Source: an optimization exercise on an open RTL-to-GDS flow (aim: a short achievable clock period and few clock cycles). Production flows keep margins and buffers that such runs may drop. Function was checked by simulation only, so behaviour that the tests miss may differ from the original. No activity file was given, so power comes from the tool's default toggle rates.

<file path="design/flow/flow/run.sh">
#!/bin/bash
# Layout flow: the standard flow (standard.sh, unchanged synthesis), with
# strong port buffers and timing repair that aims for much more setup slack
# than the 24 ns clock needs. Each tool's output goes to a log file here.
set -e
export SETUP_SLACK_MARGIN=18.3
export BUFFER_PORTS_ARGS="-buffer_cell sky130_fd_sc_hd__buf_4"
bash standard.sh > standard.log 2>&1
</file>
<file path="design/flow/standard.sh">
#!/bin/bash
# synth_recipe.tcl (not shown) runs the flow's synth.tcl, then flattens the netlist and writes it again
# the make line also repeats each setting of config.mk as NAME=value (left out here)
make -C /OpenROAD-flow-scripts/flow DESIGN_CONFIG=/design/flow/config.mk WORK_HOME=/design/flow/orfs CLKGATE_MAP_FILE= SYNTH_SCRIPT=/design/flow/synth_recipe.tcl "${@:-finish}"
</file>
<file path="design/flow/config.mk">
export PLATFORM = sky130hd
export DESIGN_NAME = wisc_core
export DESIGN_NICKNAME = wisc_core
export VERILOG_FILES = /design/flow/design.v
export SDC_FILE = /design/flow/constraint.sdc
export NUM_CORES = 4
export LEC_CHECK = 0
export ABC_CLOCK_PERIOD_IN_PS = 4000
export CAP_MARGIN = 20
export CORE_MARGIN = 2
export CORE_UTILIZATION = 40
export SLEW_MARGIN = 20
</file>
<file path="design/flow/constraint.sdc">
create_clock -name core_clock -period 24.0 [get_ports {clk}]
set_input_delay 4.8000 -clock core_clock [delete_from_list [all_inputs] [get_ports {clk}]]
set_output_delay 4.8000 -clock core_clock [all_outputs]
set_load 0.01 [all_outputs]
</file>
<file path="design/flow/design.v">
module wisc_core (
	err, halt, imem_addr, dmem_addr, dmem_wdata, dmem_en, dmem_wr,
	clk, rst, imem_rdata, dmem_rdata
	);
	input clk;
	input rst;
	output err;
	output halt;
	output [15:0] imem_addr;
	input  [15:0] imem_rdata;
	output [15:0] dmem_addr;
	output [15:0] dmem_wdata;
	output dmem_en;
	output dmem_wr;
	input  [15:0] dmem_rdata;
	reg [15:0] pc_f;             
	reg [15:0] p2_f;             
	reg [15:0] ir_x;             
	reg [15:0] pc2_x;            
	reg        v_x;              
	reg        pt_x;             
	reg [15:0] pt_tgt_x;         
	reg [7:0]   bt_v;
	reg [103:0] bt_pc;
	reg [127:0] bt_tgt;
	reg [7:0]   bt_cb;
	reg [15:0]  bt_kd;
	reg [23:0]  bt_rs;
	reg [7:0]   bt_lt;
	reg [15:0] m_addr, m_wdata;  
	reg        m_en, m_wr, m_ld;
	reg [2:0]  m_rd;             
	reg        halted;
	reg        err_r;
	reg [15:0] r0, r1, r2, r3, r4, r5, r6, r7;
	wire [4:0] op = ir_x[15:11];
	wire [2:0] rs = ir_x[10:8];
	wire [2:0] rt = ir_x[7:5];
	wire [2:0] rd = ir_x[4:2];
	wire i_halt  = (op == 5'b00000);
	wire i_ill   = (op[4:1] == 4'b0001);
	wire i_j     = (op == 5'b00100);
	wire i_jr    = (op == 5'b00101);
	wire i_jal   = (op == 5'b00110);
	wire i_jalr  = (op == 5'b00111);
	wire i_subi  = (op == 5'b01000);
	wire i_immal = (op[4:2] == 3'b010);    
	wire i_br    = (op[4:2] == 3'b011);
	wire i_st    = (op == 5'b10000);
	wire i_ld    = (op == 5'b10001);
	wire i_slbi  = (op == 5'b10010);
	wire i_stu   = (op == 5'b10011);
	wire i_shi   = (op[4:2] == 3'b101);
	wire i_lbi   = (op == 5'b11000);
	wire i_btr   = (op == 5'b11001);
	wire i_shr   = (op == 5'b11010);
	wire i_arith = (op == 5'b11011);
	wire i_set   = (op[4:2] == 3'b111);
	wire rs_used = ~(op[4:2] == 3'b000 || i_j || i_jal || i_lbi);
	wire rt_used = i_st | i_stu | i_shr | i_arith | i_set;
	function [15:0] rsel(input [2:0] s, input [15:0] a0, input [15:0] a1,
		input [15:0] a2, input [15:0] a3, input [15:0] a4, input [15:0] a5,
		input [15:0] a6, input [15:0] a7);
		case (s)
			3'd0: rsel = a0; 3'd1: rsel = a1; 3'd2: rsel = a2; 3'd3: rsel = a3;
			3'd4: rsel = a4; 3'd5: rsel = a5; 3'd6: rsel = a6; default: rsel = a7;
		endcase
	endfunction
	wire [15:0] A = rsel(rs, r0, r1, r2, r3, r4, r5, r6, r7);
	wire [15:0] B = rsel(rt, r0, r1, r2, r3, r4, r5, r6, r7);
	wire stall = v_x & m_ld & ((rs_used & (rs == m_rd)) | (rt_used & (rt == m_rd)));
	wire ex = v_x & ~stall & ~halted;    
	wire [15:0] imm5s  = {{11{ir_x[4]}}, ir_x[4:0]};
	wire [15:0] imm5z  = {11'd0, ir_x[4:0]};
	wire [15:0] imm8s  = {{8{ir_x[7]}}, ir_x[7:0]};
	wire [15:0] imm11s = {{5{ir_x[10]}}, ir_x[10:0]};
	wire sub_op = i_subi | (i_arith & (ir_x[1:0] == 2'b01));
	wire [15:0] add_a = sub_op ? ~A : A;
	wire [15:0] add_b = i_arith ? B : imm5s;
	wire [15:0] sum = add_a + add_b + {15'd0, sub_op};
	wire [16:0] diff = {1'b0, A} + {1'b0, ~B} + 17'd1;
	wire lt  = (A[15] ^ B[15]) ? A[15] : diff[15];
	wire eq  = (A == B);
	wire [16:0] csum = {1'b0, A} + {1'b0, B};
	reg set_v;
	always @(*) begin
		case (op[1:0])
			2'b00: set_v = eq;
			2'b01: set_v = lt;
			2'b10: set_v = lt | eq;
			default: set_v = csum[16];
		endcase
	end
	wire [3:0] cnt = i_shr ? B[3:0] : ir_x[3:0];
	wire [1:0] sop = i_shr ? ir_x[1:0] : op[1:0];
	wire [31:0] rotl_w = {A, A} << cnt;
	wire [31:0] rotr_w = {A, A} >> cnt;
	reg [15:0] shv;
	always @(*) begin
		case (sop)
			2'b00: shv = rotl_w[31:16];           
			2'b01: shv = A << cnt;                
			2'b10: shv = rotr_w[15:0];            
			default: shv = A >> cnt;              
		endcase
	end
	wire [15:0] rev;
	genvar gi;
	generate for (gi = 0; gi < 16; gi = gi + 1) begin : g_rev
		assign rev[gi] = A[15-gi];
	end endgenerate
	wire [15:0] lop_b = i_arith ? B : imm5z;
	wire [15:0] xorv  = A ^ lop_b;
	wire [15:0] andnv = A & ~lop_b;
	wire is_xor = i_arith ? (ir_x[1:0] == 2'b10) : (op[1:0] == 2'b11);
	wire is_andn = i_arith ? (ir_x[1:0] == 2'b11) : (op[1:0] == 2'b10);
	reg [15:0] res;
	always @(*) begin
		if (i_jal | i_jalr)            res = pc2_x;
		else if (i_set)                res = {15'd0, set_v};
		else if (i_shi | i_shr)        res = shv;
		else if (i_btr)                res = rev;
		else if (i_lbi)                res = imm8s;
		else if (i_slbi)               res = {A[7:0], ir_x[7:0]};
		else if (is_xor & (i_immal | i_arith))  res = xorv;
		else if (is_andn & (i_immal | i_arith)) res = andnv;
		else                           res = sum;
	end
	wire wr_en = i_immal | i_shi | i_ld | i_stu | i_lbi | i_slbi | i_btr |
		i_shr | i_arith | i_set | i_jal | i_jalr;
	wire wr_x = ex & wr_en & ~i_ld;    
	reg [2:0] wsel;
	always @(*) begin
		if (i_jal | i_jalr)                    wsel = 3'd7;
		else if (i_stu | i_lbi | i_slbi)       wsel = rs;
		else if (i_immal | i_shi | i_ld)       wsel = rt;
		else                                   wsel = rd;
	end
	reg cond;
	always @(*) begin
		case (op[1:0])
			2'b00: cond = (A != 16'd0);
			2'b01: cond = (A == 16'd0);
			2'b10: cond = A[15];
			default: cond = ~A[15];
		endcase
	end
	wire [15:0] tgt_pc  = pc2_x + ((i_j | i_jal) ? imm11s : imm8s);
	wire [15:0] tgt_reg = A + imm8s;
	wire taken = i_j | i_jal | i_jr | i_jalr | (i_br & cond);
	wire ctl = i_j | i_jal | i_jr | i_jalr | i_br;
	wire redirect = ex & ((taken != pt_x) | ((i_jr | i_jalr) & (tgt_reg != pt_tgt_x)));
	wire [15:0] npc = ~taken ? pc2_x : (i_jr | i_jalr) ? tgt_reg : tgt_pc;
	wire [15:0] npc2 = npc + 16'd2;
	wire [2:0] bt_i = p2_f[3:1];
	wire bt_hit = bt_v[bt_i] & (bt_pc[13*bt_i +: 13] == {p2_f[15:4], p2_f[0]});
	wire [15:0] nimm5 = 16'd0 - imm5s;
	wire [7:0] eq_n;
	wire i_addi = (op == 5'b01001);
	wire [7:0] w_r = {8{wr_x}} & (8'd1 << wsel);
	wire [15:0] rv [0:7];
	assign rv[0] = r0; assign rv[1] = r1; assign rv[2] = r2; assign rv[3] = r3;
	assign rv[4] = r4; assign rv[5] = r5; assign rv[6] = r6; assign rv[7] = r7;
	wire [7:0] k_z, k_nz, k_ng, k_ps;
	generate for (gi = 0; gi < 8; gi = gi + 1) begin : g_eq
		assign eq_n[gi] = (rv[gi] == nimm5);
	end endgenerate
	wire x_z = eq_n[rs];
	generate for (gi = 0; gi < 8; gi = gi + 1) begin : g_known
		wire z = (rv[gi] == 16'd0);
		wire pend = (m_ld & (m_rd == gi)) | (ex & i_ld & (rt == gi));
		wire known = ~w_r[gi] & ~pend;
		assign k_z[gi]  = w_r[gi] ? (i_addi & x_z)  : (known & z);
		assign k_nz[gi] = w_r[gi] ? (i_addi & ~x_z) : (known & ~z);
		assign k_ng[gi] = known & rv[gi][15];
		assign k_ps[gi] = known & ~rv[gi][15];
	end endgenerate
	wire [2:0] e_rs = bt_rs[3*bt_i +: 3];
	wire [1:0] e_kd = bt_kd[2*bt_i +: 2];
	reg e_true, e_false;
	always @(*) begin
		case (e_kd)
			2'b00: begin e_true = k_nz[e_rs]; e_false = k_z[e_rs];  end    
			2'b01: begin e_true = k_z[e_rs];  e_false = k_nz[e_rs]; end    
			2'b10: begin e_true = k_ng[e_rs]; e_false = k_ps[e_rs]; end    
			default: begin e_true = k_ps[e_rs]; e_false = k_ng[e_rs]; end  
		endcase
	end
	wire f_follow = bt_hit & (~bt_cb[bt_i] | e_true | (~e_false & bt_lt[bt_i]));
	wire [15:0] ctl_tgt = (i_jr | i_jalr) ? tgt_reg : tgt_pc;
	wire [15:0] p4_f = p2_f + 16'd2;
	wire [15:0] bt_t2 = bt_tgt[16*bt_i +: 16] + 16'd2;
	wire m_ld_wr = m_ld;    
	always @(posedge clk) begin
		if (rst) begin
			pc_f   <= 16'd0;
			p2_f   <= 16'd2;
			v_x    <= 1'b0;
			m_en   <= 1'b0;
			m_wr   <= 1'b0;
			m_ld   <= 1'b0;
			halted <= 1'b0;
			err_r  <= 1'b0;
		end else begin
			if (redirect) begin
				pc_f <= npc;
				p2_f <= npc2;
				v_x  <= 1'b0;
			end else if (!stall) begin
				pc_f  <= f_follow ? bt_tgt[16*bt_i +: 16] : p2_f;
				p2_f  <= f_follow ? bt_t2 : p4_f;
				ir_x  <= imem_rdata;
				pc2_x <= p2_f;
				pt_tgt_x <= bt_tgt[16*bt_i +: 16];
				pt_x  <= f_follow;
				v_x   <= 1'b1;
			end
			m_en <= ex & (i_st | i_ld | i_stu);
			m_wr <= ex & (i_st | i_stu);
			m_ld <= ex & i_ld;
			if (ex & i_halt) halted <= 1'b1;
			err_r <= ex & i_ill;
		end
		m_addr  <= sum;
		m_wdata <= B;
		m_rd    <= rt;
	end
	always @(posedge clk) begin
		if (rst)
			bt_v <= 8'd0;
		else if (ex & ctl) begin
			bt_v[pc2_x[3:1]] <= 1'b1;
			bt_pc[13*pc2_x[3:1] +: 13]   <= {pc2_x[15:4], pc2_x[0]};
			bt_tgt[16*pc2_x[3:1] +: 16]  <= ctl_tgt;
			bt_cb[pc2_x[3:1]] <= i_br;
			bt_kd[2*pc2_x[3:1] +: 2] <= op[1:0];
			bt_rs[3*pc2_x[3:1] +: 3] <= rs;
			bt_lt[pc2_x[3:1]] <= taken;
		end
	end
	always @(posedge clk) begin
		if (m_ld_wr & (m_rd == 3'd0)) r0 <= dmem_rdata;
		if (m_ld_wr & (m_rd == 3'd1)) r1 <= dmem_rdata;
		if (m_ld_wr & (m_rd == 3'd2)) r2 <= dmem_rdata;
		if (m_ld_wr & (m_rd == 3'd3)) r3 <= dmem_rdata;
		if (m_ld_wr & (m_rd == 3'd4)) r4 <= dmem_rdata;
		if (m_ld_wr & (m_rd == 3'd5)) r5 <= dmem_rdata;
		if (m_ld_wr & (m_rd == 3'd6)) r6 <= dmem_rdata;
		if (m_ld_wr & (m_rd == 3'd7)) r7 <= dmem_rdata;
		if (wr_x & (wsel == 3'd0)) r0 <= res;
		if (wr_x & (wsel == 3'd1)) r1 <= res;
		if (wr_x & (wsel == 3'd2)) r2 <= res;
		if (wr_x & (wsel == 3'd3)) r3 <= res;
		if (wr_x & (wsel == 3'd4)) r4 <= res;
		if (wr_x & (wsel == 3'd5)) r5 <= res;
		if (wr_x & (wsel == 3'd6)) r6 <= res;
		if (wr_x & (wsel == 3'd7)) r7 <= res;
	end
	assign imem_addr  = pc_f;
	assign dmem_addr  = m_addr;
	assign dmem_wdata = m_wdata;
	assign dmem_en    = m_en;
	assign dmem_wr    = m_wr;
	assign halt       = halted;
	assign err        = err_r;
endmodule
</file>
==> results.txt <==
## Yosys cell counts, drive strengths merged (23+ instances only)
master	n
a211oi	49
a21oi	158
a22o	77
a31oi	28
and2	23
and3	24
buf	82
clkbuf	167
dfxtp	81
edfxtp	465
ha	102
inv	70
mux2	108
mux2i	79
mux4	94
nand2	644
nand2b	23
nand3	92
nand4	37
nor2	256
nor3	61
nor4	45
o211ai	26
o21a	24
o21ai	300
o22ai	24
o31ai	25
or3	23
xnor2	77
xor2	40
## routing by layer
| metal | routed length, um | vias to the layer above | GRT usage [%] | share of wire (%) |
|---|---|---|---|---|
| li1 | - | 14000 | - | - |
| met1 | 56800 | 15900 | 39.6 | 40 |
| met2 | 62500 | 1923 | 45.3 | 44 |
| met3 | 14200 | 412 | 5.60 | 10 |
| met4 | 7410 | 4 | 13.6 | 5.3 |
| met5 | 24 | - | 0 | 0.017 |
## kinds of logic (layout without fill, tap and decap cells)
kind of cell,Yosys count,count (layout)
AO/OA/AOI/OAI,926,926
XOR/XNOR,132,132
adder cells (fa/ha/maj),106,106
buffers and inverters,323,499
flip-flops,546,546
multiplexers,281,281
AND/OR/NAND/NOR,1331,1333
## worst min-delay path by stage
stage | endpoint | slack, ps | startpoint | depth (start not counted)
floorplan | pc2_x[1] | 400 | p2_f[1] | 0
global placement | bt_v[7] | 440 | bt_v[7] | 1
detailed placement | bt_v[6] | 450 | bt_v[6] | 1
CTS | bt_v[6] | 460 | bt_v[6] | 1
global route | bt_v[3] | 480 | bt_v[3] | 1
finish | bt_v[6] | 460 | bt_v[6] | 1
## timing repair
action                     4_1_cts  5_1_grt
resized for setup              259       91
setup endpoints to repair      470      244
pin swaps                       38       39
setup buffers                   80       45
cloned                          16        3
## power groups by stage
stage,clock network [mW],logic [mW],registers [mW]
4_1_cts,0.965,1.43,1.23
2_1_floorplan,0,0.896,1.19
5_1_grt,0.998,1.61,1.24
3_3_place_gp,0,1.32,1.24
3_5_place_dp,0,1.33,1.24
6_report,0.958,1.53,1.24
## stage by stage
step	instances	power (mW)	setup slack, ps	utilization, %	hold slack (ps)
final	4999	3.72	17990	47.7	462
after global routing	4999	3.85	17960	47.7	479
after CTS	4951	3.62	17970	46.8	463
after detailed placement	4742	2.57	16320	42.3	447
after global placement	4740	2.56	16460	42.3	444
after floorplan	3645	2.09	14240	-	403
## state kept, by name, summed over array words and instances, names as in the netlist, 8 cells and up
register and flops:
bt_tgt 128, bt_pc 104, bt_rs 24, bt_kd 16
ir_x 16, m_addr 16, m_wdata 16, p2_f 16
pc2_x 16, pc_f 16, pt_tgt_x 16, r0 16
r1 16, r2 16, r3 16, r4 16
r5 16, r6 16, r7 16, bt_cb 8
bt_lt 8, bt_v 8
## cell type report
type | count | area, um^2 | area share (%)
Sequential cell | 546 | 15700 | 36.6
Clock buffer | 71 | 1610 | 3.75
Timing Repair Buffer | 312 | 3330 | 7.76
Inverter | 74 | 307 | 0.716
Multi-Input combinational cell | 2778 | 20100 | 46.8
Clock inverter | 42 | 399 | 0.932
Tap cell | 1176 | 1470 | 3.43
## cells in the final DEF (no fill, tap or decap), types with 39 or more instances in the layout
cell       Yosys  layout
a211oi_1      47      43
a21oi_1      152     141
a22o_1        77      76
buf_4          6     195
buf_6          4      75
clkbuf_16      0      66
dfxtp_2        0      45
edfxtp_1     465     465
ha_1         102      93
inv_1         68      61
mux2_2       107     106
mux2i_1       79      76
mux4_2        94      94
nand2_1      644     640
nand3_1       89      83
nor2_1       256     245
nor3_1        51      43
o21ai_0      278     265
xnor2_1       77      75
xor2_1        39      39
## worst reg2reg max path, delay by kind of cell, from the launching register on
family	cells	cell delay, ps
XOR/XNOR	2	270
buffers and inverters	6	1270
multiplexers	1	130
flip-flops	1	340
adder cells (fa/ha/maj)	1	270
AND/OR/NAND/NOR	6	1820
AO/OA/AOI/OAI	7	1640
==> summary.md <==
| Metric | Value |
|---|---|
| Worst-path clk slew | `60 ps` |
| TritonCTS clock tree | `done` |
| Slowest-stage cell, CP | `dfxtp_4` |
| CTS Sinks | `546` |
| Buffers & Inverters on Critical Path | `1` |
| First-pass GRT wire length | `204000 um` |
| Ant diodes | `0` |
| Compound-Gate Fraction of Synth Area | `17.1%` |
| Sw frac | `39.2%` |
| Post-synthesis xor/xnor area fraction | `3.84%` |
| Outcome | `timing/DRC/antenna clean` |
| Synth Flop Type | `edfxtp_1` |
| Syn nets | `3785` |
| Final setup vio count | `0` |
| Startpoint Class | `flop` |
| Pint | `2.26 mW` |
| Routability cong. | `0.965` |
| Synth Register Bits | `546` |
| # DRC | `0` |
| Remaining antenna violation count | `0` |
| # rows | `110` |
| Area leader, netlist | `edfxtp_1` |
| Max-Cap Viols | `0` |
| Post-Route Setup TNS | `0 ps` |
| Terminus of the critical flop-to-flop path | `p2_f[15]` |
| Wirelength per Cell | `28.2 um` |
| Die Wd | `304 um` |
| Worst slew pin tran | `1190 ps` |
| Yosys warning count | `1` |
| Async set or reset register ratio after synthesis | `0%` |
| Total grt overflow | `0` |
| Initial drt markers | `4300` |
| WP data arrival | `1210 ps` |
| Final Cell Area | `42800 um^2` |
| Ranking of synthesized cells by area | `edfxtp_1, nand2_1, mux4_2` |
| Worst IR Drop VDD | `67.3 uV` |
| Initial Util | `40.2%` |
| Via Count | `32.2k` |
| Core Footprint | `89700 um^2` |
| Peak Freq | `167 MHz` |
| Combinational share of power | `41.0%` |
| Post-Synth Adder-Cell Area | `3.76%` |
| Psw | `1.46 mW` |
| Multiplexer share of the synthesized area | `11.4%` |
| CP endpoint kind | `primary output` |
| Synth Area per Inst | `9.90 um^2` |
| Placed instance area | `38000 um^2` |
| Die Footprint | `92700 um^2` |
| Sequential power share | `33.2%` |
| Maximum number of pins on one net before global-route repair | `72` |
| Layout fillers | `8273` |
| IO buf count | `85` |
| Initial antenna violation count | `3` |
| Root buffer cell | `clkbuf_16` |
| CTS HTree Levels | `2` |
| # nets final | `3912` |
| CP required | `19200 ps` |
| Max Fanout on Critical Path | `2` |
| Worst stage delay on the critical path | `370 ps` |
| Clock tree buffer depth | `3` |
| Overall global routing resource usage | `29.3%` |
| WP depth | `1` |
| Crit path to | `halt` |
| Largest family of logic cells by synthesized area | `compound AO/OA/AOI/OAI gates` |
| Die Ht | `304 um` |
| Family with the most delay on the worst path | `flip-flops` |
| Power per Cell Area | `86.9 nW/um^2` |
| Final Slew Violations | `0` |
| Worst Hold Class | `flop to flop` |
| Post-DP HPWL | `92800 um` |
| Final hold vios | `0` |
| Num ports | `86` |
| EDFF count, synth | `465` |
| Syn Inst Count | `3645` |
| Setup CP Type | `flop to primary output` |
| Hold buffer count at CTS | `0` |
| Slew margin rel. | `18.1%` |
| DR pass1 iterations | `6` |
| Via-to-Cell Ratio | `6.45` |
| Area grow syn2layout | `18.7%` |
| Inserted Clock Buffers | `60` |
| P_leak | `16.0 nW` |
| Crit path from | `halted` |
| RR Startpoint | `ir_x[0]` |
| WL final | `141000 um` |
| Worst-Skew Late Latency | `720 ps` |
| Vias in the first global route | `30.0k` |
| Simple-gate portion of the synthesized area | `17.0%` |
| R2R depth | `23` |
| Max Clock Skew | `75.8 ps` |
| FF-to-FF setup slack | `18180 ps` |
| Cell Area, Synth | `36100 um^2` |
| Share of the synthesized area in the top cell type | `38.7%` |
| Synth cell types | `108` |
| Final Cycle Share | `25.0%` |
| Layout cells sized above 1 | `22.7%` |
| RSZ-0062 raised after global routing | `yes` |
| Clock share of power | `25.8%` |
| Part of the Yosys area used for sequential elements | `43.2%` |
| CP cell instances | `buf_6` |
| Min cycle time layout | `6010 ps` |
Testbench counts, summed over its fixed seeds: cycles 97,414.

[port drivers added, routing unchanged]
The flow's constraints put no driver on any port. The routed layout listed below was extracted and timed again, unchanged, in two steps.
Step 1: set_driving_cell puts a clkbuf_16 on clk and a buf_2 on each other input, an assumption about the parent block.
Step 2, shift: input delay + t, output delay - t, t = (earliest + latest rising clock arrival at the registers) / 2. This alone moves slack from input paths to output paths.
a / b / c = ideal ports / drivers / drivers and shift; a / b = the first two.
shift t [ns]: 0.750
slack for setup (ns): 17.995 / 17.927 / 17.599
slew at the worst register clock pin (ns): 0.07 / 0.07
worst slew at a driven data input, ns: 0.06
pins driven straight from the clock port: 1
After both steps setup and hold are still met in this run. For this run, drivers alone change the setup slack by -0.068 ns; drivers and shift together by -0.396 ns.
